This is an optimization exercise on Yosys and OpenROAD, whose aim is small area, not a production implementation.
In this exercise RTL edits were held to simulation tests only and were not proved equivalent to the original.
Power and IR drop assume default switching activity.

== alpha ==
==> flow/design.v <==
module ALU(input [7:0] a,b,
           input [3:0] op,          
           input cin,
           output reg [7:0] result,
           output cout,
           output [7:0] bx);
  wire mov = (op==4'b1101)|(op==4'b1111);
  wire sub = (op==4'b0010)|(op==4'b0110)|(op==4'b1010)|(op==4'b1111);
  wire [7:0] ax = mov ? 8'd0 : a;
  assign bx = b ^ {8{sub}};
  wire [7:0] p = ax ^ bx;
  wire [7:0] g = ax & bx;
  wire [8:0] c;
  assign c[0] = cin;
  genvar i;
  generate
    for(i=0;i<8;i=i+1) begin : rc
      assign c[i+1] = g[i] | (p[i] & c[i]);
    end
  endgenerate
  assign cout = c[8];
  always@(*) begin
    case(op)
      4'b0000,4'b1000: result=g;
      4'b1100: result=p|g;
      4'b0001: result=p;
      default: result=p^c[7:0];
    endcase
  end
endmodule
module ARM(input clk,rst,
           output [31:0] imem_addr,
           input [31:0] imem_rdata,
           output [31:0] dmem_addr,dmem_wdata,
           output dmem_we,
           input [31:0] dmem_rdata);
  reg [1:0] ph;
  reg init;                      
  reg second, st_pend;
  reg [31:2] pc;
  reg N,Z,C,V;
  reg cy, zacc;
  reg [31:0] line;
  reg [31:0] addr;
  wire last = (ph==2'd3);
  wire first = ~init & ~second;
  wire [31:0] ins = imem_rdata;
  wire [1:0] mode = ins[27:26];
  wire I = ins[25];
  wire [3:0] opc = ins[24:21];
  wire S = ins[20];
  wire [3:0] Rn = ins[19:16];
  wire [3:0] Rd = ins[15:12];
  wire [11:0] op12 = ins[11:0];
  wire exec;
  ConditionCheck condition_check(.condition(ins[31:28]), .SR({N,Z,C,V}),
        .condition_check_result(exec));
  reg dp_ok, dp_wb, dp_flags;
  always@(*) begin
    dp_ok=1'b1; dp_wb=1'b1; dp_flags=S;
    case(opc)
      4'b1101,4'b1111,4'b0100,4'b0101,4'b0010,4'b0110,4'b0000,4'b1100,4'b0001: ;
      4'b1010,4'b1000: begin dp_wb=1'b0; dp_flags=1'b1; end
      default: begin dp_ok=1'b0; dp_wb=1'b0; dp_flags=1'b0; end
    endcase
  end
  wire dp = (mode==2'b00) & dp_ok;
  wire ldst = (mode==2'b01) & (opc==4'b0100);
  wire ld = ldst & S;
  wire st = ldst & ~S;
  wire br = (mode==2'b10);
  wire two_round = exec & (dp | ldst);
  wire stageA = first & (dp | st);                          
  wire addr_round = (first & ld) | (second & st);           
  wire exe_round = second & dp;                              
  wire wb_round = second & ld;                               
  wire [3:0] ra = stageA ? (st ? Rd : op12[3:0]) : Rn;
  wire [7:0] rdat;
  wire [7:0] res;
  wire ld_take = wb_round & (ph==2'd0);
  wire [7:0] dslice = (ph==2'd0) ? dmem_rdata[7:0] : line[7:0];
  wire [7:0] wd = wb_round ? dslice : res;
  RegisterFile register_file(.clk(clk),
        .ph(ph), .init(init),
        .we((exe_round & dp_wb) | wb_round),
        .wa(Rd),
        .wd(wd),
        .ra(ra),
        .rd(rdat));
  wire [7:0] streamA = (dp & I) ? ((ph==2'd0) ? op12[7:0] : 8'd0) : rdat;
  wire [4:0] amount = I ? {op12[11:8],1'b0} : (op12[4] ? 5'd0 : op12[11:7]);
  wire [1:0] kind = I ? 2'b11 : op12[6:5];
  wire [7:0] op2;
  Shifter shifter(.L(line), .ph(ph), .amount(amount), .kind(kind), .out(op2));
  wire [7:0] imm12 = (ph==2'd0) ? op12[7:0] :
                     (ph==2'd1) ? {{4{op12[11]}},op12[11:8]} : {8{op12[11]}};
  wire [3:0] aop = addr_round ? 4'b0100 : opc;
  wire usec = ~addr_round & ((opc==4'b0101)|(opc==4'b0110));
  wire subop = ~addr_round & ((opc==4'b0010)|(opc==4'b0110)|(opc==4'b1010));
  wire cin = (ph==2'd0) ? (usec ? C : subop) : cy;
  wire cout;
  wire [7:0] bx;
  ALU alu(.a(rdat), .b(addr_round ? imm12 : op2), .op(aop), .cin(cin),
        .result(res), .cout(cout), .bx(bx));
  wire arith = (opc==4'b0100)|(opc==4'b0101)|(opc==4'b0010)|(opc==4'b0110)|(opc==4'b1010);
  wire znow = ((ph==2'd0) | zacc) & (res==8'd0);
  always@(posedge clk) begin
    cy <= cout;
    zacc <= znow;
    if(ld_take)
      line <= {dmem_rdata[7:0], dmem_rdata[31:8]};
    else
      line <= {stageA ? streamA : line[7:0], line[31:8]};
    addr <= {res, addr[31:8]};
  end
  wire lastrnd = ~init & (second | ~two_round);     
  wire pc_step = last & lastrnd;
  wire [29:0] boff = (br & exec) ? {{6{ins[23]}},ins[23:0]} : 30'd0;
  wire [29:0] bg = pc_step ? boff : 30'd0;
  reg c15;
  wire [30:0] pcc;
  wire [15:0] shc;
  wire [29:0] pc_next;
  genvar gi;
  generate
    for(gi=0;gi<30;gi=gi+1) begin : pc_add
      wire ci = (gi==0) ? pc_step : (gi==15) ? (pc_step & c15) : pcc[gi];
      assign pc_next[gi] = pc[gi+2] ^ bg[gi] ^ ci;
      assign pcc[gi+1] = (pc[gi+2] & bg[gi]) | (ci & (pc[gi+2] ^ bg[gi]));
    end
    for(gi=0;gi<15;gi=gi+1) begin : pc_carry
      wire ci = (gi==0) ? 1'b1 : shc[gi];
      assign shc[gi+1] = (pc[gi+2] & boff[gi]) | (ci & (pc[gi+2] | boff[gi]));
    end
  endgenerate
  always@(posedge clk)
    c15 <= shc[15];
  always@(posedge clk,posedge rst) begin
    if(rst) begin
      ph <= 2'd0;
      init <= 1'b1;
      second <= 1'b0;
      st_pend <= 1'b0;
      pc <= 30'd0;
      {N,Z,C,V} <= 4'd0;
    end
    else begin
      ph <= ph + 2'd1;
      pc <= pc_next;
      st_pend <= last & second & st;
      if(last) begin
        init <= 1'b0;
        second <= first & two_round;
        if(exe_round & dp_flags) begin
          N <= res[7];
          Z <= znow;
          if(arith) begin
            C <= cout ^ subop;
            V <= (rdat[7]==bx[7]) & (rdat[7]!=res[7]);
          end
        end
      end
    end
  end
  assign imem_addr = {pc,2'b00};
  assign dmem_addr = {addr[31:2],2'b00};
  assign dmem_wdata = line;
  assign dmem_we = st_pend;
endmodule
module ConditionCheck(input [3:0] condition,SR,
                      output condition_check_result);
  wire n,z,c,v;
  assign {n,z,c,v}=SR;
  reg even;
  always@(*) begin
    case(condition[3:1])
      3'd0: even=z;
      3'd1: even=c;
      3'd2: even=n;
      3'd3: even=v;
      3'd4: even=c&!z;
      3'd5: even=(n==v);
      3'd6: even=!z&(n==v);
      default: even=1'b1;
    endcase
  end
  assign condition_check_result = even ^ condition[0];
endmodule
module RegisterFile(input clk,
                    input [1:0] ph,
                    input init,
                    input we,
                    input [3:0] wa,
                    input [7:0] wd,
                    input [3:0] ra,
                    output reg [7:0] rd);
  wire [7:0] low [0:15];
  genvar i;
  generate
    for(i=0;i<15;i=i+1) begin : r
      reg [31:0] q;
      wire wen = init | (we && wa==i);
      wire [3:0] iv = i;
      wire [7:0] wdi = {wd[7:4] & {4{~init}},
                        init ? ({4{ph==2'd0}} & iv) : wd[3:0]};
      always@(posedge clk)
        q <= {wen ? wdi : q[7:0], q[31:8]};
      assign low[i] = q[7:0];
    end
  endgenerate
  assign low[15] = 8'd0;
  always@(*) rd = low[ra];
endmodule
module Shifter(input [31:0] L,
               input [1:0] ph,
               input [4:0] amount,
               input [1:0] kind,           
               output [7:0] out);
  wire lsl = (kind==2'd0);
  wire [4:0] na = ~amount;
  wire [5:0] nc;
  wire [4:0] neg;                          
  assign nc[0] = 1'b1;
  genvar i;
  generate
    for(i=0;i<5;i=i+1) begin : ng
      assign neg[i] = na[i] ^ nc[i];
      assign nc[i+1] = na[i] & nc[i];
    end
  endgenerate
  wire [4:0] sr = lsl ? neg : amount;
  wire [1:0] a = sr[4:3];
  wire [1:0] a1 = a + 2'd1;
  reg [7:0] sa;
  reg [6:0] sb;
  reg sign;
  always@(*) begin
    case(a)
      2'd0: sa=L[7:0];
      2'd1: sa=L[15:8];
      2'd2: sa=L[23:16];
      default: sa=L[31:24];
    endcase
    case(a1)
      2'd0: sb=L[6:0];
      2'd1: sb=L[14:8];
      2'd2: sb=L[22:16];
      default: sb=L[30:24];
    endcase
    case(ph)                               
      2'd0: sign=L[31];
      2'd1: sign=L[23];
      2'd2: sign=L[15];
      default: sign=L[7];
    endcase
  end
  wire [2:0] u = {1'b0,ph} + {1'b0,a};
  wire filling = (kind!=2'd3) & (amount!=5'd0);
  wire va = ~filling | (lsl ? u[2] : ~u[2]);
  wire vb = ~filling | (lsl ? (u[2] | (u[1]&u[0])) : (~u[2] & ~(u[1]&u[0])));
  wire f = (kind==2'd2) & sign;
  wire [14:0] w = {vb ? sb : {7{f}}, va ? sa : {8{f}}};
  wire [14:0] ws = w >> sr[2:0];
  assign out = ws[7:0];
endmodule
Settings: LEC_CHECK=0, ABC_AREA=1, CAP_MARGIN=20, CORE_MARGIN=2, CORE_UTILIZATION=60, GPL_TIMING_DRIVEN=0, PLACE_DENSITY=0.75, SLEW_MARGIN=20; clock period 12.0 ns.
standard.sh (not shown) runs the stock make flow with config.mk's settings and CLKGATE_MAP_FILE= SYNTH_SCRIPT=/design/flow/synth_recipe.tcl, a recipe that flattens the netlist after the stock synthesis.
==> flow/flow/run.sh <==
#!/bin/bash
# Standard layout (the standard.sh, with its standard synthesis) with three changes:
#  - after floorplanning, OpenROAD's restructure re-maps the combinational logic for area
#    (flow/restructure.tcl); registers are not touched
#  - the input and output ports get sky130_fd_sc_hd__buf_1 port buffers
#  - clock tree: clkbuf_4 buffers, no dummy loads
set -euo pipefail
export BUFFER_PORTS_ARGS="-buffer_cell sky130_fd_sc_hd__buf_1"
export CTS_ARGS="-sink_clustering_enable -repair_clock_nets -sink_clustering_size 10 -sink_clustering_max_diameter 40 -buf_list sky130_fd_sc_hd__clkbuf_4 -dont_use_dummy_load"
bash standard.sh floorplan > standard_floorplan.log 2>&1
RES=orfs/results/$FLOW_PLATFORM/ARM/base
cp $RES/2_floorplan.odb restructure_in.odb
python3 flow/filter_lib.py $FLOW_HOME/platforms/$FLOW_PLATFORM/lib/sky130_fd_sc_hd__tt_025C_1v80.lib restructure_lib.lib 'sky130_fd_sc_hd__lpflow_*' 'sky130_fd_sc_hd__probe*' > filter_lib.log 2>&1
openroad -no_init -exit flow/restructure.tcl > restructure.log 2>&1
bash standard.sh finish > standard_finish.log 2>&1
Other scripts of this flow, unchanged in this note and not shown: flow/flow/filter_lib.py, flow/flow/restructure.tcl
The inputs of beta differ from those of alpha as listed below.
--- a/flow/design.v
+++ b/flow/design.v
@@ -38,10 +38,11 @@
   reg init;                      
   reg second, st_pend;
   reg [31:2] pc;
   reg N,Z,C,V;
   reg cy, zacc;
+  reg pol;                       
   reg [31:0] line;
   reg [31:0] addr;
   wire last = (ph==2'd3);
   wire first = ~init & ~second;
   wire [31:0] ins = imem_rdata;
@@ -79,11 +80,11 @@
   wire [7:0] res;
   wire ld_take = wb_round & (ph==2'd0);
   wire [7:0] dslice = (ph==2'd0) ? dmem_rdata[7:0] : line[7:0];
   wire [7:0] wd = wb_round ? dslice : res;
   RegisterFile register_file(.clk(clk),
-        .ph(ph), .init(init),
+        .ph(ph), .pol(pol), .init(init),
         .we((exe_round & dp_wb) | wb_round),
         .wa(Rd),
         .wd(wd),
         .ra(ra),
         .rd(rdat));
@@ -136,18 +137,20 @@
   always@(posedge clk)
     c15 <= shc[15];
   always@(posedge clk,posedge rst) begin
     if(rst) begin
       ph <= 2'd0;
+      pol <= 1'b0;
       init <= 1'b1;
       second <= 1'b0;
       st_pend <= 1'b0;
       pc <= 30'd0;
       {N,Z,C,V} <= 4'd0;
     end
     else begin
       ph <= ph + 2'd1;
+      pol <= pol ^ last;
       pc <= pc_next;
       st_pend <= last & second & st;
       if(last) begin
         init <= 1'b0;
         second <= first & two_round;
@@ -186,32 +189,33 @@
   end
   assign condition_check_result = even ^ condition[0];
 endmodule
 module RegisterFile(input clk,
                     input [1:0] ph,
+                    input pol,
                     input init,
                     input we,
                     input [3:0] wa,
                     input [7:0] wd,
                     input [3:0] ra,
-                    output reg [7:0] rd);
+                    output [7:0] rd);
   wire [7:0] low [0:15];
   genvar i;
   generate
     for(i=0;i<15;i=i+1) begin : r
       reg [31:0] q;
       wire wen = init | (we && wa==i);
       wire [3:0] iv = i;
       wire [7:0] wdi = {wd[7:4] & {4{~init}},
                         init ? ({4{ph==2'd0}} & iv) : wd[3:0]};
       always@(posedge clk)
-        q <= {wen ? wdi : q[7:0], q[31:8]};
+        q <= {wen ? (wdi ^ {8{~pol}}) : ~q[7:0], q[31:8]};
       assign low[i] = q[7:0];
     end
   endgenerate
-  assign low[15] = 8'd0;
-  always@(*) rd = low[ra];
+  assign low[15] = {8{pol}};
+  assign rd = low[ra] ^ {8{pol}};
 endmodule
 module Shifter(input [31:0] L,
                input [1:0] ph,
                input [4:0] amount,
                input [1:0] kind,           
Diff alpha -> beta: post-synthesis mux area share went up by 0.94 points, delay of the slowest cell on the worst path lost 0.25 ns, share of total power consumed by net switching down 2.0 points. alpha ended up with o21ai_0 as its master of the slowest instance on the critical path; beta ended up with a222oi_1. Between alpha and beta, the sequential share of layout area figures differ only marginally. Taking alpha as the reference point, the via count of beta falls by about 1.3%. Sort alpha and beta by combined area of the multi-input logic cells, descending, and beta comes first. Comparing number of iterations in the first detailed-routing pass for alpha and beta, the bigger number came from alpha. Re number of cells on the worst reg-to-reg path: alpha and beta aren't equal, and the higher value belongs to beta. In the metrics for alpha and beta, the one carrying the higher non-clock buffer area fraction after layout is beta. Diff alpha -> beta: maximum frequency shows an increase of 2.1%, synthesized area grew by about 2%.

==> afterwards: timing with drivers on the ports <==
How much do the figures lean on ideal ports? The routed layouts below were timed once more, with nothing changed but the port constraints. Step 1 assumes that a clkbuf_16 drives the clock port and a buf_2 every other input. Step 2 times the ports against the registers' clock, not the clock port: input delays grow and output delays shrink by t, the midpoint of the rising clock arrivals with the driver on. a / b / c = ideal ports / drivers / drivers and shift; a / b = the first two.
| run | shift t [ns] | setup WS [ns] | worst hold slack (ns) | worst register clock-pin slew, ns | worst slew at a driven data input, ns |
|---|---|---|---|---|---|
| alpha | 0.723 | 0.655 / 0.683 / -0.039 | 0.280 / 0.280 / 0.280 | 0.11 / 0.11 | 0.05 |
| beta | 0.752 | 0.883 / 0.896 / 0.144 | 0.272 / 0.272 / 0.272 | 0.11 / 0.11 | 0.08 |
Met with ideal ports but missed after step 2: setup timing in alpha. For beta, which loses most, drivers alone change the setup slack by +0.013 ns; drivers and shift together by -0.739 ns.
